This is an optimization exercise on Yosys and OpenROAD, whose aim is small area, not a production implementation. At most, simulation tests tie the RTL to the original design; equivalence was not proved. Function not checked in runs 1 and 4: the RTL went through the layout flow alone. No driver is modelled on the clock port, so clocking that relies on it looks cheaper here than on a real chip.

==> design/flow/design.v <==
`timescale 1ns / 1ps
module iob_reg_ca #(
   parameter DATA_W  = 1,
   parameter RST_VAL = {DATA_W{1'b0}}
) (
   input                   clk_i,
   input                   cke_i,
   input                   arst_i,
   input      [DATA_W-1:0] data_i,
   output reg [DATA_W-1:0] data_o
);
   always @(posedge clk_i, negedge arst_i) begin
      if (!arst_i) begin
         data_o <= RST_VAL;
      end else if (cke_i) begin
         data_o <= data_i;
      end
   end
endmodule
`timescale 1ns / 1ps
module iob_reg_cae #(
   parameter DATA_W  = 1,
   parameter RST_VAL = {DATA_W{1'b0}}
) (
   input                   clk_i,
   input                   cke_i,
   input                   arst_i,
   input                   en_i,
   input      [DATA_W-1:0] data_i,
   output reg [DATA_W-1:0] data_o
);
   always @(posedge clk_i, negedge arst_i) begin
      if (!arst_i) begin
         data_o <= RST_VAL;
      end else if (cke_i & en_i) begin
         data_o <= data_i;
      end
   end
endmodule
`timescale 1ns / 1ps
module iob_reverse #(
   parameter DATA_W = 21
) (
   input  [DATA_W-1:0] data_i,
   output [DATA_W-1:0] data_o
);
   genvar pos;
   generate
      for (pos = 0; pos < DATA_W; pos = pos + 1) begin : reverse
         assign data_o[pos] = data_i[(DATA_W-1)-pos];
      end
   endgenerate
endmodule
`timescale 1ns / 1ps
module iob_prio_enc #(
   parameter W    = 21,
   parameter MODE = "LOW"
) (
   input      [          W-1:0] unencoded_i,
   output reg [$clog2(W+1)-1:0] encoded_o
);
   wire [W+1-1:0] unencoded_int;
   assign unencoded_int = {(~(|unencoded_i)), unencoded_i};
   integer pos;
   generate
      if (MODE == "LOW") begin : gen_low_prio
         always @* begin
            encoded_o = 1'b0;   
            for (pos = W; pos != -1; pos = pos - 1) begin
               if (unencoded_int[pos]) begin
                  encoded_o = pos[$clog2(W)-1:0];
               end
            end
         end
      end else begin : gen_highest_prio   
         always @* begin
            encoded_o = 1'b0;   
            for (pos = {W{1'd0}}; pos < (W + 1); pos = pos + 1) begin
               if (unencoded_int[pos]) begin
                  encoded_o = pos[$clog2(W)-1:0];
               end
            end
         end
      end
   endgenerate
endmodule
`timescale 1ns / 1ps
module iob_ctls #(
   parameter W      = 21,
   parameter MODE   = 0,    
   parameter SYMBOL = 0     
) (
   input  [          W-1:0] data_i,
   output [$clog2(W+1)-1:0] count_o
);
   wire [W-1:0] data_int1;
   generate
      if (SYMBOL == 0) begin : g_zeros
         assign data_int1 = data_i;
      end else begin : g_ones
         assign data_int1 = ~data_i;
      end
   endgenerate
   wire [W-1:0] data_int2;
   generate
      if (MODE == 1) begin : g_reverse
         iob_reverse #(W) reverse0 (
            .data_i(data_int1),
            .data_o(data_int2)
         );
      end else begin : g_noreverse
         assign data_int2 = data_int1;
      end
   endgenerate
   iob_prio_enc #(
      .W   (W),
      .MODE("LOW")
   ) prio_encoder0 (
      .unencoded_i(data_int2),
      .encoded_o  (count_o)
   );
endmodule
`timescale 1ns / 1ps
module iob_axil2iob #(
   parameter AXIL_ADDR_W = 21,            
   parameter AXIL_DATA_W = 21,            
   parameter ADDR_W      = AXIL_ADDR_W,   
   parameter DATA_W      = AXIL_DATA_W    
) (
   input                      clk_i,
   input                      cke_i,
   input                      arst_i,
   input  [  AXIL_ADDR_W-1:0] axil_araddr_i,
   input                      axil_arvalid_i,
   output                     axil_arready_o,
   output [  AXIL_DATA_W-1:0] axil_rdata_o,
   output [            2-1:0] axil_rresp_o,
   output                     axil_rvalid_o,
   input                      axil_rready_i,
   input  [  AXIL_ADDR_W-1:0] axil_awaddr_i,
   input                      axil_awvalid_i,
   output                     axil_awready_o,
   input  [  AXIL_DATA_W-1:0] axil_wdata_i,
   input  [AXIL_DATA_W/8-1:0] axil_wstrb_i,
   input                      axil_wvalid_i,
   output                     axil_wready_o,
   output [            2-1:0] axil_bresp_o,
   output                     axil_bvalid_o,
   input                      axil_bready_i,
   output                     iob_valid_o,
   output [       ADDR_W-1:0] iob_addr_o,
   output [       DATA_W-1:0] iob_wdata_o,
   output [     DATA_W/8-1:0] iob_wstrb_o,
   input                      iob_rvalid_i,
   input  [       DATA_W-1:0] iob_rdata_i,
   input                      iob_ready_i,
   output                     iob_rready_o
);
   localparam WSTRB_W = DATA_W / 8;
   wire [ADDR_W-1:0] iob_addr;
   wire              iob_addr_en;
   assign axil_wready_o = iob_ready_i;
   assign axil_bresp_o  = 2'b0;
   wire axil_bvalid_nxt;
   assign axil_bvalid_nxt = (iob_valid_o & (|iob_wstrb_o)) ? iob_ready_i : (axil_bvalid_o & ~axil_bready_i);
   assign axil_arready_o = iob_ready_i;
   assign axil_rresp_o = 2'b0;
   assign axil_rvalid_o = iob_rvalid_i;
   assign axil_rdata_o = iob_rdata_i;
   assign iob_valid_o = axil_wvalid_i | axil_arvalid_i;
   assign iob_addr_o = axil_arvalid_i ? axil_araddr_i : axil_awvalid_i ? axil_awaddr_i : iob_addr;
   assign iob_wdata_o = axil_wdata_i;
   assign iob_wstrb_o = axil_wvalid_i ? axil_wstrb_i : {WSTRB_W{1'b0}};
   assign iob_rready_o = axil_rready_i;
   assign iob_addr_en = axil_arvalid_i | axil_awvalid_i;
   iob_reg_ca #(
      .DATA_W (1),
      .RST_VAL(0)
   ) iob_reg_bvalid (
      .clk_i (clk_i),
      .cke_i (cke_i),
      .arst_i(arst_i),
      .data_i(axil_bvalid_nxt),
      .data_o(axil_bvalid_o)
   );
   iob_reg_cae #(
      .DATA_W (ADDR_W),
      .RST_VAL(0)
   ) iob_reg_addr (
      .clk_i (clk_i),
      .cke_i (cke_i),
      .arst_i(arst_i),
      .en_i  (iob_addr_en),
      .data_i(iob_addr_o),
      .data_o(iob_addr)
   );
   wire awready_en;
   wire axil_awready_nxt;
   assign awready_en       = axil_awready_o ? axil_awvalid_i : (axil_bvalid_o & axil_bready_i);
   assign axil_awready_nxt = ~axil_awready_o;   
   iob_reg_cae #(
      .DATA_W (1),
      .RST_VAL(1)
   ) iob_reg_awready (
      .clk_i (clk_i),
      .cke_i (cke_i),
      .arst_i(arst_i),
      .en_i  (awready_en),
      .data_i(axil_awready_nxt),
      .data_o(axil_awready_o)
   );
endmodule
`timescale 1ns / 1ps
module iob_axil_macc_csrs #(
   parameter ADDR_W = 4,   
   parameter DATA_W = 32
) (
   input                 clk_i,
   input                 cke_i,
   input                 arst_i,
   input  [       2-1:0] axil_araddr_i,
   input                 axil_arvalid_i,
   output                axil_arready_o,
   output [  DATA_W-1:0] axil_rdata_o,
   output [       2-1:0] axil_rresp_o,
   output                axil_rvalid_o,
   input                 axil_rready_i,
   input  [       2-1:0] axil_awaddr_i,
   input                 axil_awvalid_i,
   output                axil_awready_o,
   input  [  DATA_W-1:0] axil_wdata_i,
   input  [DATA_W/8-1:0] axil_wstrb_i,
   input                 axil_wvalid_i,
   output                axil_wready_o,
   output [       2-1:0] axil_bresp_o,
   output                axil_bvalid_o,
   input                 axil_bready_i,
   output                en_o,
   input                 done_i,
   output                load_o,
   output [       8-1:0] a_o,
   output [       8-1:0] b_o,
   input  [      16-1:0] c_i
);
   wire                internal_iob_valid;
   wire [  ADDR_W-1:0] internal_iob_addr;
   wire [  DATA_W-1:0] internal_iob_wdata;
   wire [DATA_W/8-1:0] internal_iob_wstrb;
   wire                internal_iob_rvalid;
   wire [  DATA_W-1:0] internal_iob_rdata;
   wire                internal_iob_ready;
   wire                internal_iob_rready;
   wire                state;
   reg                 state_nxt;
   wire                write_en;
   wire [  ADDR_W-1:0] internal_iob_addr_stable;
   wire [  ADDR_W-1:0] internal_iob_addr_reg;
   wire                internal_iob_addr_reg_en;
   wire                en_wdata;
   wire                en_wen;
   wire                load_wdata;
   wire                load_wen;
   wire [       8-1:0] a_wdata;
   wire                a_wen;
   wire [       8-1:0] b_wdata;
   wire                b_wen;
   wire                iob_rvalid_out;
   reg                 iob_rvalid_nxt;
   wire [      32-1:0] iob_rdata_out;
   reg  [      32-1:0] iob_rdata_nxt;
   wire                iob_ready_out;
   reg                 iob_ready_nxt;
   reg                 iob_addr_i_0_8;
   reg                 iob_addr_i_4_16;
   reg                 iob_addr_i_8_0;
   function [31:0] iob_max;
      input [31:0] a;
      input [31:0] b;
      begin
         if (a > b) iob_max = a;
         else iob_max = b;
      end
   endfunction
   function [31:0] iob_min;
      input [31:0] a;
      input [31:0] b;
      begin
         if (a < b) iob_min = a;
         else iob_min = b;
      end
   endfunction
   function [31:0] iob_cshift_left;
      input [31:0] DATA;
      input integer DATA_W;
      input integer SHIFT;
      begin
         iob_cshift_left = (DATA << SHIFT) | (DATA >> (DATA_W - SHIFT));
      end
   endfunction
   function [31:0] iob_cshift_right;
      input [31:0] DATA;
      input integer DATA_W;
      input integer SHIFT;
      begin
         iob_cshift_right = (DATA >> SHIFT) | (DATA << (DATA_W - SHIFT));
      end
   endfunction
   localparam WSTRB_W = DATA_W / 8;
   localparam WAIT_REQ = 1'd0;
   localparam WAIT_RVALID = 1'd1;
   assign internal_iob_addr_reg_en = (state == WAIT_REQ);
   assign internal_iob_addr_stable = (state == WAIT_RVALID) ? internal_iob_addr_reg : internal_iob_addr;
   assign write_en = |internal_iob_wstrb;
   wire [($clog2(WSTRB_W)+1)-1:0] byte_offset;
   iob_ctls #(
      .W     (WSTRB_W),
      .MODE  (0),
      .SYMBOL(0)
   ) bo_inst (
      .data_i (internal_iob_wstrb),
      .count_o(byte_offset)
   );
   wire [ADDR_W-1:0] waddr;
   assign waddr    = ((internal_iob_addr_stable>>$clog2((DATA_W/8)))<<$clog2((DATA_W/8))) + byte_offset;
   assign en_wdata = internal_iob_wdata[0+:1];
   wire en_addressed_w;
   assign en_addressed_w = (waddr >= 0) && (waddr < 1);
   assign en_wen         = internal_iob_valid & (write_en & en_addressed_w);
   iob_reg_cae #(
      .DATA_W (1),
      .RST_VAL(1'd0)
   ) en_datareg (
      .clk_i (clk_i),
      .cke_i (cke_i),
      .arst_i(arst_i),
      .en_i  (en_wen),
      .data_i(en_wdata),
      .data_o(en_o)
   );
   assign load_wdata = internal_iob_wdata[16+:1];
   wire load_addressed_w;
   assign load_addressed_w = (waddr >= 2) && (waddr < 3);
   assign load_wen         = internal_iob_valid & (write_en & load_addressed_w);
   iob_reg_cae #(
      .DATA_W (1),
      .RST_VAL(1'd0)
   ) load_datareg (
      .clk_i (clk_i),
      .cke_i (cke_i),
      .arst_i(arst_i),
      .en_i  (load_wen),
      .data_i(load_wdata),
      .data_o(load_o)
   );
   assign a_wdata = internal_iob_wdata[24+:8];
   wire a_addressed_w;
   assign a_addressed_w = (waddr >= 3) && (waddr < 4);
   assign a_wen         = internal_iob_valid & (write_en & a_addressed_w);
   iob_reg_cae #(
      .DATA_W (8),
      .RST_VAL(8'd0)
   ) a_datareg (
      .clk_i (clk_i),
      .cke_i (cke_i),
      .arst_i(arst_i),
      .en_i  (a_wen),
      .data_i(a_wdata),
      .data_o(a_o)
   );
   assign b_wdata = internal_iob_wdata[0+:8];
   wire b_addressed_w;
   assign b_addressed_w = (waddr >= 4) && (waddr < 5);
   assign b_wen         = internal_iob_valid & (write_en & b_addressed_w);
   iob_reg_cae #(
      .DATA_W (8),
      .RST_VAL(8'd0)
   ) b_datareg (
      .clk_i (clk_i),
      .cke_i (cke_i),
      .arst_i(arst_i),
      .en_i  (b_wen),
      .data_i(b_wdata),
      .data_o(b_o)
   );
   assign internal_iob_rvalid = iob_rvalid_out;
   assign internal_iob_rdata  = iob_rdata_out;
   assign internal_iob_ready  = iob_ready_out;
   wire [7:0] byte_aligned_done_i;
   assign byte_aligned_done_i = done_i;
   wire [15:0] byte_aligned_c_i;
   assign byte_aligned_c_i = c_i;
   always @* begin
      iob_rdata_nxt  = 32'd0;
      iob_addr_i_0_8 = (((internal_iob_addr_stable>>$clog2((DATA_W/8)))<<$clog2((DATA_W/8))) == 0);
      if (iob_addr_i_0_8) begin
         iob_rdata_nxt[8+:8] = byte_aligned_done_i | 8'd0;
      end
      iob_addr_i_4_16 = ((
      ((internal_iob_addr_stable>>$clog2((DATA_W/8)))<<$clog2((DATA_W/8)))
      >= 4) && (
      ((internal_iob_addr_stable>>$clog2((DATA_W/8)))<<$clog2((DATA_W/8)))
      < 8));
      if (iob_addr_i_4_16) begin
         iob_rdata_nxt[16+:16] = byte_aligned_c_i | 16'd0;
      end
      iob_addr_i_8_0 = (((internal_iob_addr_stable>>$clog2((DATA_W/8)))<<$clog2((DATA_W/8))) == 8);
      if (iob_addr_i_8_0) begin
         iob_rdata_nxt[0+:16] = 16'h0081 | 16'd0;
      end
      iob_ready_nxt  = 1'b0;
      iob_rvalid_nxt = 1'b0;
      state_nxt      = state;
      case (state)
         WAIT_REQ: begin
            if (internal_iob_valid & (!internal_iob_ready)) begin   
               iob_ready_nxt = 1'b1;
               if (iob_ready_nxt && (!write_en)) begin
                  state_nxt = WAIT_RVALID;
               end
            end
         end
         default: begin   
            if (internal_iob_rready & internal_iob_rvalid) begin   
               iob_rvalid_nxt = 1'b0;
               state_nxt      = WAIT_REQ;
            end else begin
               iob_rvalid_nxt = 1'b1;
            end
         end
      endcase
   end   
   iob_reg_cae #(
      .DATA_W (ADDR_W),
      .RST_VAL({ADDR_W{1'b0}})
   ) internal_addr_reg (
      .clk_i (clk_i),
      .cke_i (cke_i),
      .arst_i(arst_i),
      .en_i  (internal_iob_addr_reg_en),
      .data_i(internal_iob_addr),
      .data_o(internal_iob_addr_reg)
   );
   iob_reg_ca #(
      .DATA_W (1),
      .RST_VAL(1'b0)
   ) state_reg (
      .clk_i (clk_i),
      .cke_i (cke_i),
      .arst_i(arst_i),
      .data_i(state_nxt),
      .data_o(state)
   );
   iob_axil2iob #(
      .AXIL_ADDR_W(ADDR_W),
      .AXIL_DATA_W(DATA_W)
   ) iob_axil2iob_coverter (
      .clk_i         (clk_i),
      .cke_i         (cke_i),
      .arst_i        (arst_i),
      .axil_araddr_i ({axil_araddr_i, 2'b0}),
      .axil_arvalid_i(axil_arvalid_i),
      .axil_arready_o(axil_arready_o),
      .axil_rdata_o  (axil_rdata_o),
      .axil_rresp_o  (axil_rresp_o),
      .axil_rvalid_o (axil_rvalid_o),
      .axil_rready_i (axil_rready_i),
      .axil_awaddr_i ({axil_awaddr_i, 2'b0}),
      .axil_awvalid_i(axil_awvalid_i),
      .axil_awready_o(axil_awready_o),
      .axil_wdata_i  (axil_wdata_i),
      .axil_wstrb_i  (axil_wstrb_i),
      .axil_wvalid_i (axil_wvalid_i),
      .axil_wready_o (axil_wready_o),
      .axil_bresp_o  (axil_bresp_o),
      .axil_bvalid_o (axil_bvalid_o),
      .axil_bready_i (axil_bready_i),
      .iob_valid_o   (internal_iob_valid),
      .iob_addr_o    (internal_iob_addr),
      .iob_wdata_o   (internal_iob_wdata),
      .iob_wstrb_o   (internal_iob_wstrb),
      .iob_rvalid_i  (internal_iob_rvalid),
      .iob_rdata_i   (internal_iob_rdata),
      .iob_ready_i   (internal_iob_ready),
      .iob_rready_o  (internal_iob_rready)
   );
   iob_reg_ca #(
      .DATA_W (1),
      .RST_VAL(1'b0)
   ) rvalid_reg (
      .clk_i (clk_i),
      .cke_i (cke_i),
      .arst_i(arst_i),
      .data_i(iob_rvalid_nxt),
      .data_o(iob_rvalid_out)
   );
   iob_reg_ca #(
      .DATA_W (32),
      .RST_VAL(32'b0)
   ) rdata_reg (
      .clk_i (clk_i),
      .cke_i (cke_i),
      .arst_i(arst_i),
      .data_i(iob_rdata_nxt),
      .data_o(iob_rdata_out)
   );
   iob_reg_ca #(
      .DATA_W (1),
      .RST_VAL(1'b0)
   ) ready_reg (
      .clk_i (clk_i),
      .cke_i (cke_i),
      .arst_i(arst_i),
      .data_i(iob_ready_nxt),
      .data_o(iob_ready_out)
   );
endmodule
`timescale 1ns / 1ps
module iob_axil_macc #(
   parameter DATA_W = 32
) (
   input                 clk_i,
   input                 cke_i,
   input                 arst_i,
   input  [       2-1:0] iob_csrs_axil_araddr_i,
   input                 iob_csrs_axil_arvalid_i,
   output                iob_csrs_axil_arready_o,
   output [  DATA_W-1:0] iob_csrs_axil_rdata_o,
   output [       2-1:0] iob_csrs_axil_rresp_o,
   output                iob_csrs_axil_rvalid_o,
   input                 iob_csrs_axil_rready_i,
   input  [       2-1:0] iob_csrs_axil_awaddr_i,
   input                 iob_csrs_axil_awvalid_i,
   output                iob_csrs_axil_awready_o,
   input  [  DATA_W-1:0] iob_csrs_axil_wdata_i,
   input  [DATA_W/8-1:0] iob_csrs_axil_wstrb_i,
   input                 iob_csrs_axil_wvalid_i,
   output                iob_csrs_axil_wready_o,
   output [       2-1:0] iob_csrs_axil_bresp_o,
   output                iob_csrs_axil_bvalid_o,
   input                 iob_csrs_axil_bready_i
);
   wire          arvalid = iob_csrs_axil_arvalid_i;
   wire          awvalid = iob_csrs_axil_awvalid_i;
   wire          wvalid = iob_csrs_axil_wvalid_i;
   wire [   3:0] wstrb = iob_csrs_axil_wstrb_i;
   wire [  31:0] wdata = iob_csrs_axil_wdata_i;
   reg           st;
   reg           rdy;
   reg           bvalid;
   reg           awready;
   reg  [   1:0] addr_q;   
   reg  [   1:0] ia;   
   wire          rvalid = st & ~rdy;
   wire          valid = wvalid | arvalid;
   wire          we = wvalid & (|wstrb);
   wire [   1:0] addr = arvalid ? iob_csrs_axil_araddr_i :
                        awvalid ? iob_csrs_axil_awaddr_i : addr_q;
   wire [   1:0] as = st ? ia : addr;
   wire          w0 = wvalid & (as == 2'd0);
   wire          en_wen = w0 & wstrb[0];
   wire          load_wen = w0 & (wstrb[2:0] == 3'b100);
   wire          a_wen = w0 & (wstrb == 4'b1000);
   wire          b_wen = wvalid & (as == 2'd1) & wstrb[0];
   always @(posedge clk_i, negedge arst_i) begin
      if (!arst_i) begin
         st      <= 1'b0;
         rdy     <= 1'b0;
         bvalid  <= 1'b0;
         awready <= 1'b1;
         addr_q  <= 2'd0;
      end else if (cke_i) begin
         rdy     <= ~st & ~rdy & valid;
         st      <= st ? (rdy | ~iob_csrs_axil_rready_i) : (~rdy & valid & ~we);
         bvalid  <= we ? rdy : (bvalid & ~iob_csrs_axil_bready_i);
         if (awready ? awvalid : (bvalid & iob_csrs_axil_bready_i)) awready <= ~awready;
         addr_q  <= addr;
      end
   end
   always @(posedge clk_i) begin
      if (cke_i & ~st) ia <= addr;
   end
   reg           en;
   reg           load;
   reg  [   7:0] a;
   reg  [   7:0] b;
   wire          en_d;
   wire          load_d;
   wire [   7:0] a_d;
   wire [   7:0] b_d;
   macc_mux #(
      .W(1)
   ) en_mux (
      .s (cke_i & en_wen),
      .d0(en),
      .d1(wdata[0]),
      .y (en_d)
   );
   macc_mux #(
      .W(1)
   ) load_mux (
      .s (cke_i & load_wen),
      .d0(load),
      .d1(wdata[16]),
      .y (load_d)
   );
   macc_mux #(
      .W(8)
   ) a_mux (
      .s (cke_i & a_wen),
      .d0(a),
      .d1(wdata[31:24]),
      .y (a_d)
   );
   macc_mux #(
      .W(8)
   ) b_mux (
      .s (cke_i & b_wen),
      .d0(b),
      .d1(wdata[7:0]),
      .y (b_d)
   );
   always @(posedge clk_i, negedge arst_i) begin
      if (!arst_i) begin
         en   <= 1'b0;
         load <= 1'b0;
         a    <= 8'd0;
         b    <= 8'd0;
      end else begin
         en   <= en_d;
         load <= load_d;
         a    <= a_d;
         b    <= b_d;
      end
   end
   reg           en_int;
   reg  [   2:0] dn;
   reg           done_int;
   reg  [  15:0] acc;   
   reg           az;
   reg           cz;
   reg  [   7:0] a_s;
   reg  [   7:0] b_s;
   wire [  15:0] acc_sum;
   wire          enp = en & ~en_int;
   macc_tree macc (
      .a(a_s),
      .b(b_s),
      .m(acc & {16{~(load | az)}}),
      .q(acc_sum)
   );
   always @(posedge clk_i, negedge arst_i) begin
      if (!arst_i) begin
         en_int   <= 1'b0;
         dn       <= 3'd0;
         done_int <= 1'b0;
         az       <= 1'b1;
         cz       <= 1'b1;
      end else begin
         if (cke_i) begin
            en_int   <= en;
            dn       <= {dn[1:0], enp};
            done_int <= ~enp & (dn[2] | done_int);
            if (dn[2]) az <= 1'b0;
            cz <= az;
         end
      end
   end
   always @(posedge clk_i) begin
      if (cke_i & dn[2]) acc <= acc_sum;
   end
   always @(posedge clk_i) begin
      if (cke_i & dn[0]) begin
         a_s <= a;
         b_s <= b;
      end
   end
   reg  [  15:0] cq;
   reg           dq;
   always @(posedge clk_i) begin
      if (cke_i) begin
         cq <= acc;
         dq <= done_int;
      end
   end
   wire ia0 = (ia == 2'd0);
   wire ia1 = (ia == 2'd1);
   wire ia2 = (ia == 2'd2);
   assign iob_csrs_axil_rdata_o   = {cq & {16{ia1 & ~cz}}, 7'd0, dq & ia0, ia2, 6'd0, ia2};
   assign iob_csrs_axil_rresp_o   = 2'b0;
   assign iob_csrs_axil_rvalid_o  = rvalid;
   assign iob_csrs_axil_arready_o = rdy;
   assign iob_csrs_axil_wready_o  = rdy;
   assign iob_csrs_axil_awready_o = awready;
   assign iob_csrs_axil_bresp_o   = 2'b0;
   assign iob_csrs_axil_bvalid_o  = bvalid;
endmodule
module macc_mux #(
   parameter W = 1
) (
   input          s,
   input  [W-1:0] d0,
   input  [W-1:0] d1,
   output [W-1:0] y
);
   assign y = s ? d1 : d0;
endmodule
module macc_tree (
   input  [ 7:0] a,
   input  [ 7:0] b,
   input  [15:0] m,
   output [15:0] q
);
   wire n1, n2;
   macc_ha h0 ((a[0] & b[5]), (a[1] & b[4]), n1, n2);
   wire n3, n4;
   macc_fa u0 ((a[0] & b[6]), (a[1] & b[5]), (a[2] & b[4]), n3, n4);
   wire n5, n6;
   macc_ha h1 ((a[3] & b[3]), (a[4] & b[2]), n5, n6);
   wire n7, n8;
   macc_fa u1 ((a[0] & b[7]), (a[1] & b[6]), (a[2] & b[5]), n7, n8);
   wire n9, n10;
   macc_fa u2 ((a[3] & b[4]), (a[4] & b[3]), (a[5] & b[2]), n9, n10);
   wire n11, n12;
   macc_ha h2 ((a[6] & b[1]), (a[7] & b[0]), n11, n12);
   wire n13, n14;
   macc_fa u3 ((a[1] & b[7]), (a[2] & b[6]), (a[3] & b[5]), n13, n14);
   wire n15, n16;
   macc_fa u4 ((a[4] & b[4]), (a[5] & b[3]), (a[6] & b[2]), n15, n16);
   wire n17, n18;
   macc_ha h3 ((a[7] & b[1]), m[8], n17, n18);
   wire n19, n20;
   macc_fa u5 ((a[2] & b[7]), (a[3] & b[6]), (a[4] & b[5]), n19, n20);
   wire n21, n22;
   macc_fa u6 ((a[5] & b[4]), (a[6] & b[3]), (a[7] & b[2]), n21, n22);
   wire n23, n24;
   macc_fa u7 ((a[3] & b[7]), (a[4] & b[6]), (a[5] & b[5]), n23, n24);
   wire n25, n26;
   macc_ha h4 ((a[0] & b[3]), (a[1] & b[2]), n25, n26);
   wire n27, n28;
   macc_fa u8 ((a[0] & b[4]), (a[1] & b[3]), (a[2] & b[2]), n27, n28);
   wire n29, n30;
   macc_ha h5 ((a[3] & b[1]), (a[4] & b[0]), n29, n30);
   wire n31, n32;
   macc_fa u9 ((a[2] & b[3]), (a[3] & b[2]), (a[4] & b[1]), n31, n32);
   wire n33, n34;
   macc_fa u10 ((a[5] & b[0]), m[5], n1, n33, n34);
   wire n35, n36;
   macc_fa u11 ((a[5] & b[1]), (a[6] & b[0]), m[6], n35, n36);
   wire n37, n38;
   macc_fa u12 (n2, n5, n3, n37, n38);
   wire n39, n40;
   macc_fa u13 (m[7], n6, n11, n39, n40);
   wire n41, n42;
   macc_fa u14 (n4, n7, n9, n41, n42);
   wire n43, n44;
   macc_fa u15 (n12, n17, n10, n43, n44);
   wire n45, n46;
   macc_fa u16 (n8, n13, n15, n45, n46);
   wire n47, n48;
   macc_fa u17 (m[9], n18, n14, n47, n48);
   wire n49, n50;
   macc_fa u18 (n16, n19, n21, n49, n50);
   wire n51, n52;
   macc_fa u19 ((a[6] & b[4]), (a[7] & b[3]), m[10], n51, n52);
   wire n53, n54;
   macc_fa u20 (n20, n22, n23, n53, n54);
   wire n55, n56;
   macc_fa u21 ((a[4] & b[7]), (a[5] & b[6]), (a[6] & b[5]), n55, n56);
   wire n57, n58;
   macc_fa u22 ((a[7] & b[4]), m[11], n24, n57, n58);
   wire n59, n60;
   macc_fa u23 ((a[5] & b[7]), (a[6] & b[6]), (a[7] & b[5]), n59, n60);
   wire n61, n62;
   macc_ha h6 ((a[0] & b[2]), (a[1] & b[1]), n61, n62);
   wire n63, n64;
   macc_fa u24 ((a[2] & b[1]), (a[3] & b[0]), m[3], n63, n64);
   wire n65, n66;
   macc_fa u25 (m[4], n26, n29, n65, n66);
   wire n67, n68;
   macc_fa u26 (n30, n28, n31, n67, n68);
   wire n69, n70;
   macc_fa u27 (n32, n35, n34, n69, n70);
   wire n71, n72;
   macc_fa u28 (n36, n39, n38, n71, n72);
   wire n73, n74;
   macc_fa u29 (n40, n42, n43, n73, n74);
   wire n75, n76;
   macc_fa u30 (n44, n46, n47, n75, n76);
   wire n77, n78;
   macc_fa u31 (n51, n48, n50, n77, n78);
   wire n79, n80;
   macc_fa u32 (n52, n55, n54, n79, n80);
   wire n81, n82;
   macc_fa u33 (m[12], n56, n59, n81, n82);
   wire n83, n84;
   macc_fa u34 ((a[6] & b[7]), (a[7] & b[6]), m[13], n83, n84);
   wire n85, n86;
   macc_ha h7 ((a[0] & b[1]), (a[1] & b[0]), n85, n86);
   wire n87, n88;
   macc_fa u35 ((a[2] & b[0]), m[2], n61, n87, n88);
   wire n89, n90;
   macc_fa u36 (n62, n25, n63, n89, n90);
   wire n91, n92;
   macc_fa u37 (n64, n27, n65, n91, n92);
   wire n93, n94;
   macc_fa u38 (n66, n33, n67, n93, n94);
   wire n95, n96;
   macc_fa u39 (n68, n37, n69, n95, n96);
   wire n97, n98;
   macc_fa u40 (n41, n70, n71, n97, n98);
   wire n99, n100;
   macc_fa u41 (n45, n72, n73, n99, n100);
   wire n101, n102;
   macc_fa u42 (n49, n74, n75, n101, n102);
   wire n103, n104;
   macc_fa u43 (n53, n76, n77, n103, n104);
   wire n105, n106;
   macc_fa u44 (n57, n78, n79, n105, n106);
   wire n107, n108;
   macc_fa u45 (n58, n81, n80, n107, n108);
   wire n109, n110;
   macc_fa u46 (n60, n83, n82, n109, n110);
   wire n111, n112;
   macc_fa u47 ((a[7] & b[7]), m[14], n84, n111, n112);
   wire n113, n114;
   macc_ha h8 ((a[0] & b[0]), m[0], n113, n114);
   wire n115, n116;
   macc_fa u48 (m[1], n85, n114, n115, n116);
   wire n117, n118;
   macc_fa u49 (n86, n87, n116, n117, n118);
   wire n119, n120;
   macc_fa u50 (n88, n89, n118, n119, n120);
   wire n121, n122;
   macc_fa u51 (n90, n91, n120, n121, n122);
   wire n123, n124;
   macc_fa u52 (n92, n93, n122, n123, n124);
   wire [9:0] r0 = {m[15], n110, n108, n106, n104, n102, n100, n98, n96, n94};
   wire [9:0] r1 = {n112, n111, n109, n107, n105, n103, n101, n99, n97, n95};
   wire [9:0] rs = r0 + r1 + n124;
   assign q = {rs[9], rs[8], rs[7], rs[6], rs[5], rs[4], rs[3], rs[2], rs[1], rs[0], n123, n121, n119, n117, n115, n113};
endmodule
module macc_fa (
   input  x,
   input  y,
   input  z,
   output s,
   output c
);
   assign s = x ^ y ^ z;
   assign c = (x & y) | (x & z) | (y & z);
endmodule
module macc_ha (
   input  x,
   input  y,
   output s,
   output c
);
   assign s = x ^ y;
   assign c = x & y;
endmodule
==> design/flow/flow/run.sh <==
#!/bin/bash
# The standard layout (standard.sh), with four changes to how the
# layout is made:
#  - after floorplanning, every combinational cell from synthesis is swapped
#    to the smallest cell of its kind (flow/downsize.tcl); the later repair
#    steps size cells up again where timing, slew or load need it;
#  - the port buffers are buf_1 cells;
#  - the clock tree uses clkbuf_8 and no dummy loads;
#  - after clock tree synthesis, clock buffers are swapped to smaller ones
#    while every flip-flop clock pin keeps a slew under 110 ps
#    (flow/clkdown.tcl).
# Each step's full output goes to its own log file in this folder.
set -euo pipefail
RES="$PWD/orfs/results/sky130hd/iob_axil_macc/base"
ARGS=(
  "BUFFER_PORTS_ARGS=-buffer_cell sky130_fd_sc_hd__buf_1"
  "CTS_ARGS=-sink_clustering_enable -repair_clock_nets -dont_use_dummy_load -buf_list sky130_fd_sc_hd__clkbuf_8 -sink_clustering_size 30"
)
bash standard.sh "${ARGS[@]}" floorplan > standard_floorplan.log 2>&1
DS_ODB="$RES/2_floorplan.odb" openroad -no_init -exit flow/downsize.tcl > downsize.log 2>&1
bash standard.sh "${ARGS[@]}" cts > standard_cts.log 2>&1
PLATFORM_DIR="$FLOW_HOME/platforms/sky130hd" CD_ODB="$RES/4_cts.odb" CD_SDC="$RES/4_cts.sdc" \
  CLK_SLEW_TARGET=0.110 openroad -no_init -exit flow/clkdown.tcl > clkdown.log 2>&1
bash standard.sh "${ARGS[@]}" finish > standard_finish.log 2>&1
==> design/flow/flow/clkdown.tcl <==
set plat $::env(PLATFORM_DIR)
read_liberty $plat/lib/sky130_fd_sc_hd__tt_025C_1v80.lib
read_db $::env(CD_ODB)
read_sdc $::env(CD_SDC)
source $plat/setRC.tcl
set_propagated_clock [all_clocks]
set target $::env(CLK_SLEW_TARGET)
proc worst_clk_slew {} {
  estimate_parasitics -placement
  set w 0
  foreach pin [all_registers -clock_pins] {
    foreach e {rise fall} {
      set s [get_property $pin slew_max_$e]
      if {$s > $w} { set w $s }
    }
  }
  return $w
}
set block [ord::get_db_block]
set db [ord::get_db]
proc master {name} {
  foreach lib [$::db getLibs] {
    set m [$lib findMaster $name]
    if {$m ne "NULL"} { return $m }
  }
  return NULL
}
puts "clkdown: start worst clock-pin slew [worst_clk_slew]"
set order {sky130_fd_sc_hd__clkbuf_16 sky130_fd_sc_hd__clkbuf_8 sky130_fd_sc_hd__clkbuf_4 sky130_fd_sc_hd__clkbuf_2}
set saved 0
foreach inst [$block getInsts] {
  set m [[$inst getMaster] getName]
  set i [lsearch $order $m]
  if {$i < 0} { continue }
  # only the clock tree's buffers
  set onet [[$inst findITerm X] getNet]
  if {$onet eq "NULL" || [$onet getSigType] ne "CLOCK"} { continue }
  set cur [$inst getMaster]
  for {set j [expr {$i + 1}]} {$j < [llength $order]} {incr j} {
    set cand [master [lindex $order $j]]
    $inst swapMaster $cand
    set w [worst_clk_slew]
    if {$w > $target} {
      $inst swapMaster $cur
      break
    }
    set saved [expr {$saved + [$cur getWidth] - [$cand getWidth]}]
    set cur $cand
  }
}
puts "clkdown: saved [expr {$saved * 2.72 / 1000.0}] um2, worst clock-pin slew [worst_clk_slew]"
write_db $::env(CD_ODB)
==> design/flow/flow/downsize.tcl <==
# Swap every combinational cell of the synthesized netlist to the smallest
# cell of the same kind (same base name and pins), before placement.  The
# flow's own repair steps then size up only what timing, slew or load need.
read_db $::env(DS_ODB)
set db [ord::get_db]
set block [ord::get_db_block]
set masters {}
foreach lib [$db getLibs] {
  foreach m [$lib getMasters] { dict set masters [$m getName] $m }
}
proc pins_of {m} {
  set p {}
  foreach t [$m getMTerms] { lappend p [$t getName] }
  return [lsort $p]
}
set swapped 0
set saved 0
foreach inst [$block getInsts] {
  set m [$inst getMaster]
  set name [$m getName]
  if {![regexp {^sky130_fd_sc_hd__([a-z0-9]+)_([0-9]+)$} $name -> base size]} { continue }
  if {[regexp {^(df|edf|sdf|dl|clk|conb|tap|fill|decap|lpflow|probe|diode|ebuf|einv)} $base]} { continue }
  set best $m
  set area [expr {[$m getWidth] * [$m getHeight]}]
  dict for {cn cm} $masters {
    if {![regexp "^sky130_fd_sc_hd__${base}_\[0-9\]+\$" $cn]} { continue }
    set a [expr {[$cm getWidth] * [$cm getHeight]}]
    if {$a < $area && [pins_of $cm] eq [pins_of $m]} { set best $cm; set area $a }
  }
  if {$best ne $m} {
    set saved [expr {$saved + [$m getWidth] * [$m getHeight] - $area}]
    $inst swapMaster $best
    incr swapped
  }
}
puts "downsize: swapped $swapped cells, saved [expr {$saved / 1.0e6}] um2"
write_db $::env(DS_ODB)
==> design/flow/standard.sh <==
#!/bin/bash
# synth_recipe.tcl (not shown) runs the flow's synth.tcl, then flattens the netlist and writes it again
# the make line also repeats each setting of config.mk as NAME=value (left out here)
make -C /OpenROAD-flow-scripts/flow DESIGN_CONFIG=/design/flow/config.mk WORK_HOME=/design/flow/orfs CLKGATE_MAP_FILE= SYNTH_SCRIPT=/design/flow/synth_recipe.tcl "${@:-finish}"
==> design/flow/config.mk <==
export PLATFORM = sky130hd
export DESIGN_NAME = iob_axil_macc
export DESIGN_NICKNAME = iob_axil_macc
export VERILOG_FILES = /design/flow/design.v
export SDC_FILE = /design/flow/constraint.sdc
export NUM_CORES = 4
export LEC_CHECK = 0
export CAP_MARGIN = 20
export CORE_MARGIN = 2
export CORE_UTILIZATION = 40
export SLEW_MARGIN = 20
export SYNTH_HIERARCHICAL = 1
export SYNTH_MINIMUM_KEEP_SIZE = 0
==> design/flow/constraint.sdc <==
create_clock -name core_clock -period 5.0 [get_ports {clk_i}]
set_input_delay 1.0000 -clock core_clock [delete_from_list [all_inputs] [get_ports {clk_i}]]
set_output_delay 1.0000 -clock core_clock [all_outputs]
set_load 0.01 [all_outputs]
==> key figures, run 1 <==
Worst setup path
  • CP max stage cell: fa_1
  • WP data required: 5.30 ns
  • Critical setup path kind: reg -> reg
  • Worst Path Max Fanout: 8
  • Element type at the critical path end: flop
  • Delay-heaviest family, CP: adder cells
  • WP buf/inv: 1
  • WP data arrival: 4.99 ns
  • Crit path launch type: flop
  • Ordered cell list for the critical path: and2_1, ha_1, fa_1, fa_1, fa_1, fa_1, fa_1, inv_1, fa_1, fa_1, nor2b_1, o2111ai_1, nand3_1, o41ai_1, xnor2_1
  • Critical Path Most Common Cell: fa_1
  • Slowest stage delay, CP: 0.49 ns

Logic synthesis
  • Yosys warns: 7
  • Synth top area share: 28.50%
  • Synth Flop Type: edfxtp_1
  • Top-count cell post-synth: and2_1
  • Main area contributors after synthesis: edfxtp_1, fa_1, dfrtp_1
  • Synthesized flop and latch total: 82
  • Ys async rst share: 37.80%
  • EDFF count, synth: 51
  • Synth top cells by count: and2_1, fa_1, edfxtp_1
  • Largest area contributor in the netlist: edfxtp_1
  • Post-synthesis sequential area ratio: 43.01%
  • Syn Area/Cell: 13.33 um2
  • Mapped Area: 5373 um2
  • Netlist cell types: 44
  • Mapped Cells: 403

Final layout
  • Share of layout cells above drive strength 1: 5.263%
  • Layout area overhead: 5.729%
  • Nets@finish: 578
  • Diodes inserted: 0
  • Final core utilization: 43.07%

Clocking
  • Post-CTS sizing: 0
  • CTS sink cnt: 82
  • CTS Hold Bufs: 0
  • Clock transition at path regs: 0.10 ns
  • CTS root buffer: clkbuf_8
  • Total CTS buffers: 9
  • Max Root-Sink Buffers: 2
  • TritonCTS clock tree: built
  • Clock Latency Late Sink: 0.54 ns
  • Postcts setup bufs: 0
  • H-tree levels: 3

Run status
  • Outcome: no timing/DRC/antenna violations

GRT
  • GR Layer Usage met3: 3.137%
  • Largest net degree at the start of global routing: 36
  • GR Overflow Total: 0
  • Antenna violations before repair: 0
  • First-pass GRT wire length: 14,860 um
  • Met1 usage: 18.82%
  • GR Util met2: 19.93%
  • Vias in the first global route: 3,037
  • GRT Overall Usage: 13.14%
  • GR peak layer: met2

Drt
  • DRT antenna net count: 0
  • Final WL: 8907 um
  • Drt drc: 0
  • Drt wl/cell: 14.09 um
  • Vias/cell: 4.644
  • Vias: 2,935
  • Initial DRC count: 142
  • DRT Pass-1 Iters: 4

STA
  • F_max: 213.4 MHz
  • Slew margin rel.: 43.31%
  • Setup Total Neg Slack: 0 ns
  • Crit share post-route: 93.71%
  • Post-route setup slack: 0.3147 ns
  • Setup repair after global routing missed its margin: no
  • Final Critical Period: 4.685 ns
  • Final setup vio count: 0
  • Final hold viol count: 0
  • Final Skew: 0.03394 ns
  • Slew @ Worst Pin: 0.8503 ns
  • Slew Limit Fails: 0

Place
  • GPL Wtd Cong: 0.8679
  • Hpwl dp: 7154 um
  • PortBufs: 56
  • Dpl ws: 0.2629 ns

Die
  • Full die area: 14,370 um2
  • FP Rows: 42
  • Core area: 13,190 um2
  • Initial Util: 40.73%
  • Die Span Y: 119.9 um
  • # IOs: 89
  • Die X-Extent: 119.9 um

Worst hold path
  • Min-Delay Path Class: reg -> reg

Flow run
  • Max_cap viols: 0
-- sequential cells by signal (all words and copies together) (netlist names), 2 cells and up --
| register | count |
|---|---|
| b | 8 |
| cq | 16 |
| addr_q | 2 |
| a | 8 |
| b_s | 8 |
| ia | 2 |
| dn | 3 |
| acc | 16 |
| a_s | 8 |
-- path summary, 6_finish.rpt --
kind / startpoint / endpoint / slack (ns) / depth (start not counted)
worst max-delay path: b_s[1] / acc[14] / 0.31 / 15
worst min-delay path: a[5] / a_s[5] / 0.42 / 0
worst max register to register: b_s[1] / acc[14] / 0.31 / 15
worst min register to register: a[5] / a_s[5] / 0.42 / 0
max in group asynchronous: arst_i / a[7] / 3.98 / 1
min in group asynchronous: arst_i / a[6] / 0.52 / 1
-- worst reg2reg max path: stages (launching register included) --
cell	delay, ns
edfxtp_1	0.48
and2_1	0.21
ha_1	0.32
fa_1	0.49
fa_1	0.46
fa_1	0.42
fa_1	0.42
fa_1	0.39
inv_1	0.08
fa_1	0.20
fa_1	0.20
nor2b_1	0.06
o2111ai_1	0.18
nand3_1	0.13
o41ai_1	0.33
xnor2_1	0.10
-- metal layers --
layer | vias up | wire [um]
met5 | - | 0
met3 | 6 | 354
met2 | 63 | 4015
li1 | 1421 | -
met4 | 0 | 95
met1 | 1445 | 4441
-- per-module statistics from Yosys (local to each module, per instance), a selection --
module,area [um2],flops+latches,copies in the design,cells
macc_fa,20.02,0,53,1
macc_tree,878.3,0,1,129
macc_ha,12.51,0,9,1
iob_axil_macc,3028,82,1,192
-- metrics by stage --
| stage | instance area [um2] | cells | hold WS [ns] |
|---|---|---|---|
| after floorplan | 5433 | 419 | 0.4174 |
| after global placement | 5578 | 623 | 0.4246 |
| after detailed placement | 5578 | 623 | 0.4277 |
| after CTS | 5702 | 632 | 0.4365 |
| after global routing | 5680 | 632 | 0.4335 |
| final | 5680 | 632 | 0.4182 |
-- logic make-up after synthesis --
| family | Yosys count | share of synthesized area, % |
|---|---|---|
| compound gates | 29 | 3.959 |
| xor+xnor | 8 | 1.304 |
| fa+ha+maj | 72 | 24.45 |
| buf+inv | 44 | 5.333 |
| flops | 82 | 43.01 |
| mux | 25 | 6.451 |
| other cells | 1 | 0.06980 |
| simple gates | 142 | 15.42 |
-- cells in the final DEF (no fill, tap or decap), drive strengths merged, types with 7 or more instances in the layout --
master and instances:
and2 98, buf 59, fa 55, edfxtp 51, dfrtp 28, mux2 23, conb 17, ha 17
nor2 13, nand2 11, inv 11, clkbuf 11, o21ai 7
-- final cells by class --
class                           count  area, um2
Tap cell                          176      220.2
Inverter                           11      41.29
Fill cell                        1251       7510
Clock buffer                        9      102.6
Multi-Input combinational cell    293       2755
Sequential cell                    82       2311
Timing Repair Buffer               61      250.2
==> run 2, diff against run 1 <==
--- a/design/flow/design.v
+++ b/design/flow/design.v
@@ -833,10 +833,8 @@
    wire n121, n122;
    macc_fa u51 (n90, n91, n120, n121, n122);
-   wire n123, n124;
-   macc_fa u52 (n92, n93, n122, n123, n124);
-   wire [9:0] r0 = {m[15], n110, n108, n106, n104, n102, n100, n98, n96, n94};
-   wire [9:0] r1 = {n112, n111, n109, n107, n105, n103, n101, n99, n97, n95};
-   wire [9:0] rs = r0 + r1 + n124;
-   assign q = {rs[9], rs[8], rs[7], rs[6], rs[5], rs[4], rs[3], rs[2], rs[1], rs[0], n123, n121, n119, n117, n115, n113};
+   wire [10:0] r0 = {m[15], n110, n108, n106, n104, n102, n100, n98, n96, n94, n92};
+   wire [10:0] r1 = {n112, n111, n109, n107, n105, n103, n101, n99, n97, n95, n93};
+   wire [10:0] rs = r0 + r1 + n122;
+   assign q = {rs[10], rs[9], rs[8], rs[7], rs[6], rs[5], rs[4], rs[3], rs[2], rs[1], rs[0], n121, n119, n117, n115, n113};
 endmodule
 module macc_fa (
--- a/design/flow/flow/run.sh
+++ b/design/flow/flow/run.sh
@@ -15,4 +15,5 @@
 ARGS=(
   "BUFFER_PORTS_ARGS=-buffer_cell sky130_fd_sc_hd__buf_1"
+  "SKIP_REPAIR_TIE_FANOUT=1"
   "CTS_ARGS=-sink_clustering_enable -repair_clock_nets -dont_use_dummy_load -buf_list sky130_fd_sc_hd__clkbuf_8 -sink_clustering_size 30"
 )
==> run 2 against run 1 <==
  * Maximum frequency grew 1.8%
  * Die area is essentially flat
  * Largest cell class unchanged
  * Routed wire length grew 2.1%
  * Sequential share of layout area grew 0.57 points
  * Worst hold slack gained 0.0053 ns
  * Non-clock buffer count shrank 2
  * Flip-flop and latch count is the same
  * Critical endpoint is now acc[13]
==> key figures, run 2 <==
Run status
  • Outcome: no timing/DRC/antenna violations

GRT
  • Antenna violations before repair: 0
  • GR Layer Usage met3: 2.662%
  • GR Util met2: 20.43%
  • GR peak layer: met1
  • Largest net degree at the start of global routing: 35
  • First-pass GRT wire length: 15,360 um
  • Met1 usage: 20.72%
  • Vias in the first global route: 2,992
  • GRT Overall Usage: 13.89%
  • GR Overflow Total: 0

Final layout
  • Largest registers: acc: 16 flops, cq: 16 flops
  • Layout Cells excl Fill: 616
  • Highest-count cells in the layout ignoring fill and taps: and2_1, fa_1, buf_1, edfxtp_1, dfrtp_1
  • Nets@finish: 562
  • Share of layout cells above drive strength 1: 5.227%
  • Final Cell Area: 5602 um2
  • Final core utilization: 42.47%
  • Diodes inserted: 0
  • Commonest non-fill, non-tap cell in the layout: and2_1
  • Layout area overhead: 4.359%

Logic synthesis
  • Post-Synth XOR/XNOR Area: 1.632%
  • Main area contributors after synthesis: edfxtp_1, fa_1, dfrtp_1
  • Yosys warns: 7
  • Mapped Cells: 404
  • Ys async rst share: 37.80%
  • Synth Flop Type: edfxtp_1
  • Synthesized flop and latch total: 82
  • Top-count cell post-synth: and2_1
  • EDFF count, synth: 51
  • Simple-gate share of the synthesized area: 15.36%
  • Syn Area/Cell: 13.29 um2
  • Synth top cells by count: and2_1, fa_1, edfxtp_1
  • Largest area contributor in the netlist: edfxtp_1
  • Adder-Cell Fraction of Synth Area: 24.34%
  • Mapped Area: 5368 um2
  • Netlist cell types: 42
  • Synth top area share: 28.53%
  • Multiplexer share of the synthesized area: 6.457%
  • Synth Area in Compound Gates: 3.963%
  • Largest family of logic cells by synthesized area: adder cells
  • Post-synthesis sequential area ratio: 43.05%

STA
  • Final hold viol count: 0
  • Slew margin rel.: 43.35%
  • Final Critical Period: 4.604 ns
  • Setup repair after global routing missed its margin: no
  • F_max: 217.2 MHz
  • Slew @ Worst Pin: 0.8497 ns
  • Final Skew: 0.02654 ns
  • Slew Limit Fails: 0
  • Setup Total Neg Slack: 0 ns
  • Final setup vio count: 0
  • Crit share post-route: 92.08%

Worst setup path
  • WP data required: 5.26 ns
  • Crit path launch type: flop
  • Element type at the critical path end: flop
  • WP data arrival: 4.87 ns
  • Worst Path Max Fanout: 8
  • Critical setup path kind: reg -> reg

Die
  • Core area: 13,190 um2
  • FP Rows: 42
  • Full die area: 14,360 um2
  • # IOs: 89
  • Die Span Y: 119.8 um
  • Initial Util: 40.69%
  • Die X-Extent: 119.8 um

Place
  • Placed cell areas: 5499 um2
  • GPL Wtd Cong: 0.8344
  • PortBufs: 56
  • Placed insts: 607
  • Hpwl dp: 7337 um

Drt
  • Vias: 2,891
  • Vias/cell: 4.693
  • Initial DRC count: 163
  • Drt wl/cell: 14.76 um
  • Final WL: 9095 um
  • DRT Pass-1 Iters: 4
  • DRT antenna net count: 0
  • Drt drc: 0

Clocking
  • TritonCTS clock tree: built
  • CTS sink cnt: 82
  • Max Root-Sink Buffers: 2
  • H-tree levels: 3
  • Total CTS buffers: 9
  • CTS Hold Bufs: 0
  • Post-CTS sizing: 0
  • Postcts setup bufs: 0
  • Clock Latency Late Sink: 0.54 ns
  • Clock transition at path regs: 0.09 ns
  • CTS root buffer: clkbuf_8

Worst hold path
  • Min-Delay Path Class: reg -> reg

Flow run
  • Max_cap viols: 0
-- run 2: changes by cell type after synthesis, moves of 2 or more --
cell	previous run	this run
a21oi_1	5	8
a21oi_2	0	2
nand2_1	11	14
nand3_1	4	6
nor2_1	13	8
xnor2_1	5	7
-- run 2: area by class of cell --
class | count | area [um2]
Fill cell | 1263 | 7589
Multi-Input combinational cell | 280 | 2695
Sequential cell | 82 | 2311
Timing Repair Buffer | 59 | 235.2
Tap cell | 176 | 220.2
Clock buffer | 9 | 102.6
Inverter | 10 | 37.54
-- run 2: per-layer routing --
layer  vias to the layer above  part of all wire, %
met5                         -                    0
li1                       1409                    -
met1                      1412                   49
met2                        59                   45
met4                         0                  1.4
met3                        11                  5.2
-- run 2: final timing paths --
check,from,to,slack (ns),cells past startpoint
min in group asynchronous,arst_i,a[5],0.52,1
min,a[6],a_s[6],0.42,0
min reg2reg,a[6],a_s[6],0.42,0
max,b_s[1],acc[13],0.40,14
max reg2reg,b_s[1],acc[13],0.40,14
max in group asynchronous,arst_i,a[6],3.98,1
-- run 2: cell families (layout without fill, tap and decap cells) --
family,count (synthesis),in the layout
AND/OR/NAND/NOR,141,141
buffers and inverters,42,78
adder cells (fa/ha/maj),72,72
other,1,1
multiplexers,25,25
flip-flops,82,82
AO/OA/AOI/OAI,31,31
XOR/XNOR,10,10
-- run 2: metrics by stage --
step | setup slack (ns) | hold WS [ns]
global placement | 0.4625 | 0.4246
floorplan | 0.7330 | 0.4174
detailed placement | 0.4079 | 0.4254
global route | 0.1350 | 0.4452
finish | 0.3960 | 0.4236
CTS | 0.3822 | 0.4377
-- run 2: per-module statistics from Yosys (local to each module, per instance), a selection --
module         copies in the design  flip-flops and latches  area (um2)  cells inside
iob_axil_macc                     1                      82        3028           192
macc_fa                          52                       0       20.02             1
macc_ha                           9                       0       12.51             1
macc_tree                         1                       0       893.4           131
-- run 2: critical path, cell delays in order (launching register included) --
cell	delay [ns]
edfxtp_1	0.50
and2_1	0.22
ha_1	0.32
fa_1	0.49
fa_1	0.47
fa_1	0.43
fa_1	0.42
fa_1	0.39
inv_1	0.08
fa_1	0.19
nand2b_1	0.14
a21oi_1	0.10
nor3_1	0.29
a21oi_1	0.14
xor2_1	0.17
==> run 3, diff against run 2 <==
--- a/design/flow/flow/run.sh
+++ b/design/flow/flow/run.sh
@@ -15,5 +15,4 @@
 ARGS=(
   "BUFFER_PORTS_ARGS=-buffer_cell sky130_fd_sc_hd__buf_1"
-  "SKIP_REPAIR_TIE_FANOUT=1"
   "CTS_ARGS=-sink_clustering_enable -repair_clock_nets -dont_use_dummy_load -buf_list sky130_fd_sc_hd__clkbuf_8 -sink_clustering_size 30"
 )
==> run 3 against run 2 <==
  * Register-to-register slack better by 0.02 ns
  * Area after synthesis stayed put
  * Critical endpoint unchanged
  * Highest routed layer unchanged
==> key figures, run 3 <==
Place
  • PortBufs: 56
  • Placed cell areas: 5559 um2
  • Dpl ws: 0.4259 ns
  • Hpwl dp: 7335 um
  • GPL Wtd Cong: 0.8207

Drt
  • DRT Pass-1 Iters: 5
  • Drt wl/cell: 14.45 um
  • Final WL: 9133 um
  • Vias/cell: 4.701
  • Vias: 2,971
  • DRT antenna net count: 0
  • Initial DRC count: 104
  • Drt drc: 0

Die
  • FP Rows: 42
  • Core area: 13,190 um2
  • # IOs: 89
  • Die X-Extent: 119.8 um
  • Die Span Y: 119.8 um
  • Initial Util: 40.69%
  • Full die area: 14,360 um2

Logic synthesis
  • Syn Area/Cell: 13.29 um2
  • Synth top cells by count: and2_1, fa_1, edfxtp_1
  • Post-synthesis sequential area ratio: 43.05%
  • Top-count cell post-synth: and2_1
  • Ys async rst share: 37.80%
  • Yosys warns: 7
  • Mapped Cells: 404
  • Synthesized flop and latch total: 82
  • Main area contributors after synthesis: edfxtp_1, fa_1, dfrtp_1
  • Mapped Area: 5368 um2
  • Netlist cell types: 42
  • EDFF count, synth: 51
  • Largest area contributor in the netlist: edfxtp_1
  • Synth top area share: 28.53%
  • Synth Flop Type: edfxtp_1

Final layout
  • Final core utilization: 42.88%
  • Storage cell area: 2311 um2
  • Multi-input gate area: 2755 um2
  • Nets@finish: 578
  • Commonest non-fill, non-tap cell in the layout: and2_1
  • Diodes inserted: 0
  • Final Cell Area: 5655 um2
  • Filler Cell Count: 1,235
  • Highest-count cells in the layout ignoring fill and taps: and2_1, fa_1, buf_1, edfxtp_1, dfrtp_1
  • Largest registers: acc: 16 flops, cq: 16 flops
  • Share of layout cells above drive strength 1: 5.044%
  • Layout area overhead: 5.361%

STA
  • Slew margin rel.: 43.64%
  • F_max: 218.3 MHz
  • Setup repair after global routing missed its margin: no
  • Slew @ Worst Pin: 0.8454 ns
  • Final Critical Period: 4.581 ns
  • Crit share post-route: 91.63%
  • Slew Limit Fails: 0
  • Final hold viol count: 0
  • Setup Total Neg Slack: 0 ns
  • Final setup vio count: 0
  • Final Skew: 0.02784 ns
  • Post-route setup slack: 0.4187 ns

Clocking
  • Post-CTS sizing: 0
  • Clock transition at path regs: 0.10 ns
  • Postcts setup bufs: 0
  • CTS root buffer: clkbuf_8
  • Total CTS buffers: 9
  • TritonCTS clock tree: built
  • H-tree levels: 3
  • Clock Latency Late Sink: 0.51 ns
  • CTS Hold Bufs: 0
  • Max Root-Sink Buffers: 2
  • CTS sink cnt: 82

Worst setup path
  • Element type at the critical path end: flop
  • Critical setup path kind: reg -> reg
  • Worst Path Max Fanout: 8
  • Crit path launch type: flop
  • WP data required: 5.24 ns
  • WP data arrival: 4.82 ns
  • Reg2Reg Depth: 14

GRT
  • GRT Overall Usage: 13.71%
  • GR Overflow Total: 0
  • Antenna violations before repair: 0
  • Largest net degree at the start of global routing: 35
  • First-pass GRT wire length: 15,260 um
  • Vias in the first global route: 3,054

Flow run
  • Max_cap viols: 0

Worst hold path
  • Min-Delay Path Class: reg -> reg
  • Hold Path Cell Cnt: 0

Run status
  • Outcome: no timing/DRC/antenna violations
-- run 3: routing by layer --
metal,track usage [%],wire length (um),share of wire (%),vias to the layer above
met1,19.72,4562,50,1471
met5,0,0,0,-
met2,21.04,4167,46,67
li1,-,-,-,1425
met4,4.265,95,1.0,0
met3,2.804,308,3.4,8
-- run 3: per-module statistics from Yosys (local to each module, per instance), a selection --
module	cells inside	flip-flops and latches
iob_axil_macc	192	82
macc_fa	1	0
macc_ha	1	0
macc_tree	131	0
-- run 3: final timing paths --
kind | start | end | slack, ns
hold reg to reg | b[1] | b_s[1] | 0.42
min in group asynchronous | arst_i | en_int | 0.55
setup / recovery | b_s[1] | acc[13] | 0.42
max in group asynchronous | arst_i | a[1] | 3.95
setup reg to reg | b_s[1] | acc[13] | 0.42
hold / removal | b[1] | b_s[1] | 0.42
-- run 3: cell families (layout without fill, tap and decap cells) --
group | Yosys count | after routing | share of synthesized area, %
and+or+nand+nor | 141 | 141 | 15.36
DFF | 82 | 82 | 43.05
adders and majority gates | 72 | 72 | 24.34
buffers and inverters | 42 | 78 | 5.128
AOI/OAI and AO/OA | 31 | 31 | 3.963
muxes | 25 | 25 | 6.457
xor gates and xnor gates | 10 | 10 | 1.632
other | 1 | 17 | 0.06986
-- run 3: layout make-up --
class	instances	area share [%]
clock buffer	9	1.704
inverter	10	0.6637
tap	176	3.894
timing repair buffer	59	4.159
sequential	82	40.86
multi-input combinational	296	48.72
-- run 3: critical path, stage by stage, from the launching register on --
cell and delay, ns:
edfxtp_1 0.49, and2_1 0.21, ha_1 0.31, fa_1 0.49
fa_1 0.46, fa_1 0.42, fa_1 0.42, fa_1 0.39
inv_1 0.08, fa_1 0.19, nand2b_1 0.14, a21oi_1 0.10
nor3_1 0.30, a21oi_1 0.14, xor2_1 0.16
-- run 3: through the flow --
step | hold WS (ns) | cells
after global routing | 0.4188 | 632
after detailed placement | 0.4270 | 623
after floorplan | 0.4174 | 420
after global placement | 0.4249 | 623
final | 0.4194 | 632
after CTS | 0.4333 | 632
==> run 4, diff against run 3 <==
--- a/design/flow/design.v
+++ b/design/flow/design.v
@@ -636,16 +636,16 @@
    reg  [   2:0] dn;
    reg           done_int;
-   reg  [  15:0] acc;   
+   reg  [  15:0] accn;   
    reg           az;
    reg           cz;
    reg  [   7:0] a_s;
    reg  [   7:0] b_s;
-   wire [  15:0] acc_sum;
+   wire [  15:0] acc_sumn;
    wire          enp = en & ~en_int;
    macc_tree macc (
-      .a(a_s),
-      .b(b_s),
-      .m(acc & {16{~(load | az)}}),
-      .q(acc_sum)
+      .a (a_s),
+      .b (b_s),
+      .m (~(accn | {16{load | az}})),
+      .qn(acc_sumn)
    );
    always @(posedge clk_i, negedge arst_i) begin
@@ -667,5 +667,5 @@
    end
    always @(posedge clk_i) begin
-      if (cke_i & dn[2]) acc <= acc_sum;
+      if (cke_i & dn[2]) accn <= acc_sumn;
    end
    always @(posedge clk_i) begin
@@ -675,9 +675,9 @@
       end
    end
-   reg  [  15:0] cq;
+   reg  [  15:0] cqn;
    reg           dq;
    always @(posedge clk_i) begin
       if (cke_i) begin
-         cq <= acc;
+         cqn <= accn;
          dq <= done_int;
       end
@@ -686,5 +686,5 @@
    wire ia1 = (ia == 2'd1);
    wire ia2 = (ia == 2'd2);
-   assign iob_csrs_axil_rdata_o   = {cq & {16{ia1 & ~cz}}, 7'd0, dq & ia0, ia2, 6'd0, ia2};
+   assign iob_csrs_axil_rdata_o   = {~(cqn | {16{~ia1 | cz}}), 7'd0, dq & ia0, ia2, 6'd0, ia2};
    assign iob_csrs_axil_rresp_o   = 2'b0;
    assign iob_csrs_axil_rvalid_o  = rvalid;
@@ -709,5 +709,5 @@
    input  [ 7:0] b,
    input  [15:0] m,
-   output [15:0] q
+   output [15:0] qn
 );
    wire n1, n2;
@@ -836,5 +836,5 @@
    wire [10:0] r1 = {n112, n111, n109, n107, n105, n103, n101, n99, n97, n95, n93};
    wire [10:0] rs = r0 + r1 + n122;
-   assign q = {rs[10], rs[9], rs[8], rs[7], rs[6], rs[5], rs[4], rs[3], rs[2], rs[1], rs[0], n121, n119, n117, n115, n113};
+   assign qn = {~rs[10], ~rs[9], ~rs[8], ~rs[7], ~rs[6], ~rs[5], ~rs[4], ~rs[3], ~rs[2], ~rs[1], ~rs[0], ~n121, ~n119, ~n117, ~n115, ~n113};
 endmodule
 module macc_fa (
==> run 4 against run 3 <==
  * Flip-flop and latch count is the same
  * Clock skew grew 0.0047 ns
  * Synthesized cell count shrank 0.50%
  * Still clean
  * Die area shrank 0.86%
  * Highest routed layer unchanged
==> key figures, run 4 <==
GRT
  • Largest net degree at the start of global routing: 35
  • Vias in the first global route: 3,122
  • First-pass GRT wire length: 15,990 um
  • Antenna violations before repair: 1
  • GR Overflow Total: 0
  • GRT Overall Usage: 14.85%

Clocking
  • CTS sink cnt: 82
  • Post-CTS sizing: 0
  • Clock transition at path regs: 0.10 ns
  • TritonCTS clock tree: built
  • Clock Latency Late Sink: 0.57 ns
  • Max Root-Sink Buffers: 2
  • Postcts setup bufs: 0
  • H-tree levels: 3
  • Total CTS buffers: 9
  • CTS root buffer: clkbuf_8
  • CTS Hold Bufs: 0

Final layout
  • Commonest non-fill, non-tap cell in the layout: and2_1
  • Share of layout cells above drive strength 1: 6.882%
  • Highest-count cells in the layout ignoring fill and taps: and2_1, fa_1, buf_1, edfxtp_1, nor2_1
  • Multi-input gate area: 2706 um2
  • Storage cell area: 2311 um2
  • Layout area overhead: 6.632%
  • Nets@finish: 587
  • Filler Cell Count: 1,290
  • Largest registers: accn: 16 flops, cqn: 16 flops
  • Layout Cells excl Fill: 642

STA
  • Slew Limit Fails: 0
  • Final setup vio count: 0
  • Slew @ Worst Pin: 0.9461 ns
  • Setup Total Neg Slack: 0 ns
  • Final Critical Period: 4.776 ns
  • Post-route setup slack: 0.2240 ns
  • Hold WS: 0.4236 ns
  • F_max: 209.4 MHz
  • Crit share post-route: 95.52%
  • Setup repair after global routing missed its margin: no
  • Slew margin rel.: 36.92%
  • Final Skew: 0.03250 ns
  • Final hold viol count: 0

Logic synthesis
  • Synth top cells by count: and2_1, fa_1, edfxtp_1
  • Mapped Cells: 402
  • Syn Area/Cell: 13.23 um2
  • Ys async rst share: 37.80%
  • Post-synthesis sequential area ratio: 43.44%
  • Synth top area share: 28.79%
  • Top-count cell post-synth: and2_1
  • Synth Flop Type: edfxtp_1
  • Yosys warns: 7
  • Main area contributors after synthesis: edfxtp_1, fa_1, dfrtp_1
  • Mapped Area: 5320 um2
  • Largest area contributor in the netlist: edfxtp_1
  • EDFF count, synth: 51
  • Synthesized flop and latch total: 82
  • Netlist cell types: 52

Worst hold path
  • Hold Path End: a_s[4]
  • Hold Path Cell Cnt: 0
  • Hold Path Origin: a[4]
  • Min-Delay Path Class: reg -> reg

Place
  • Dpl ws: 0.1068 ns
  • Hpwl dp: 7636 um
  • GPL Wtd Cong: 0.7931
  • PortBufs: 56
  • Placed insts: 632

Die
  • Die Span Y: 119.3 um
  • Die X-Extent: 119.3 um
  • Full die area: 14,240 um2
  • # IOs: 89
  • Core area: 13,140 um2
  • Initial Util: 40.50%
  • FP Rows: 42

Drt
  • Vias: 3,035
  • DRT antenna net count: 0
  • Final WL: 9703 um
  • Vias/cell: 4.727
  • Initial DRC count: 122
  • Drt drc: 0
  • Drt wl/cell: 15.11 um
  • DRT Pass-1 Iters: 6

Worst setup path
  • Reg2Reg Depth: 14
  • Crit path launch type: flop
  • Critical setup path kind: reg -> reg
  • R2r startpoint: az
  • WP data arrival: 5.11 ns
  • Element type at the critical path end: flop
  • Critical R2R Capture: accn[13]
  • R2R setup slack: 0.22 ns
  • Worst Path Max Fanout: 5
  • WP data required: 5.33 ns

Flow run
  • Max_cap viols: 0

Run status
  • Outcome: no timing/DRC/antenna violations
==> run 4: cell count changes in the layout (fill, tap and decap cells not counted), sizes merged, moves of 2 or more <==
cell,delta
a21oi,-4
and2,-31
and3,+3
buf,+8
nand2,-4
nand3,-3
nor2,+34
o21ai,-2
xnor2,-3
xor2,+3
==> run 4: worst max path at each step <==
stage | from | slack [ns] | endpoint
after floorplan | az | 0.39 | accn[13]
after global placement | b_s[0] | 0.13 | accn[13]
after detailed placement | az | 0.11 | accn[13]
after CTS | az | 0.09 | accn[13]
after global routing | b_s[0] | 0.02 | accn[15]
final | az | 0.22 | accn[13]
==> run 4: cells by family (layout without fill, tap and decap cells) <==
logic type | after synthesis | count (layout) | share of synthesized area, %
AO/OA/AOI/OAI | 31 | 31 | 4.633
flip-flops | 82 | 82 | 43.44
adder cells (fa/ha/maj) | 72 | 72 | 24.55
XOR/XNOR | 10 | 10 | 1.646
other | 1 | 18 | 0.07049
buffers and inverters | 40 | 87 | 4.844
AND/OR/NAND/NOR | 141 | 141 | 14.30
multiplexers | 25 | 25 | 6.515
==> run 4: layout make-up <==
type	count	area share, %
well taps	176	3.882
diodes	1	0.04411
clock buffers	9	1.698
inverters	11	0.7278
flip-flops and latches	82	40.74
repair buffers	67	5.205
multi-input cells	296	47.71
==> run 4: worst max-delay path, stage by stage (launching register included) <==
cell and delay, ns:
dfstp_2 0.54, or2_2 0.19, nor2_1 0.06, ha_1 0.21, fa_1 0.42, fa_1 0.44, fa_1 0.44, fa_1 0.43
fa_1 0.44, fa_1 0.46, a21o_1 0.18, a2111oi_1 0.36, buf_4 0.18, a21oi_1 0.07, xnor2_1 0.12
==> run 4: layer usage <==
layer / track usage [%] / up-vias / routed length, um
met3: 3.975 / 20 / 458
met5: 0 / - / 0
met4: 7.206 / 0 / 320
met1: 20.20 / 1489 / 4518
li1: - / 1452 / -
met2: 22.13 / 74 / 4405
==> run 4: metrics by stage <==
step	cell area (um2)	utilization, %
4_1_cts	5697	43.36
3_5_place_dp	5573	42.42
3_3_place_gp	5573	42.42
2_1_floorplan	5380	-
6_report	5673	43.18
5_1_grt	5673	43.18
==> run 4: Yosys stat by module, one instance, submodules excluded, excerpt <==
module         area, um2  flops+latches
macc_ha            12.51              0
macc_fa            20.02              0
macc_tree          905.9              0
iob_axil_macc       2968             82

==> static timing again, ports no longer ideal <==
In the flow no input, the clock included, has a driving cell. The finished layouts below were timed again as built, in two steps. Step 1 sets driving cells, clkbuf_16 on the clock port and buf_2 on the other inputs (assumed; they add their load-dependent delay and slew). Step 2 adds t to the input delays and takes it off the output delays; t is the mean of the earliest and latest rising clock arrival at the registers after step 1. Input paths then give back, and output paths get back, about the clock's delay inside the block. Three values: no drivers, after step 1, after step 2; two values: the first two.
| run | t, ns | slack for setup (ns) | clock arrival spread, ns |
|---|---|---|---|
| run 1 | 0.553 | 0.315 / 0.315 / 0.315 | 0.034 / 0.034 |
| run 2 | 0.553 | 0.396 / 0.396 / 0.396 | 0.027 / 0.027 |
| run 3 | 0.524 | 0.419 / 0.419 / 0.419 | 0.028 / 0.028 |
| run 4 | 0.591 | 0.224 / 0.224 / 0.224 | 0.032 / 0.033 |
After both steps setup and hold are still met in every run listed.
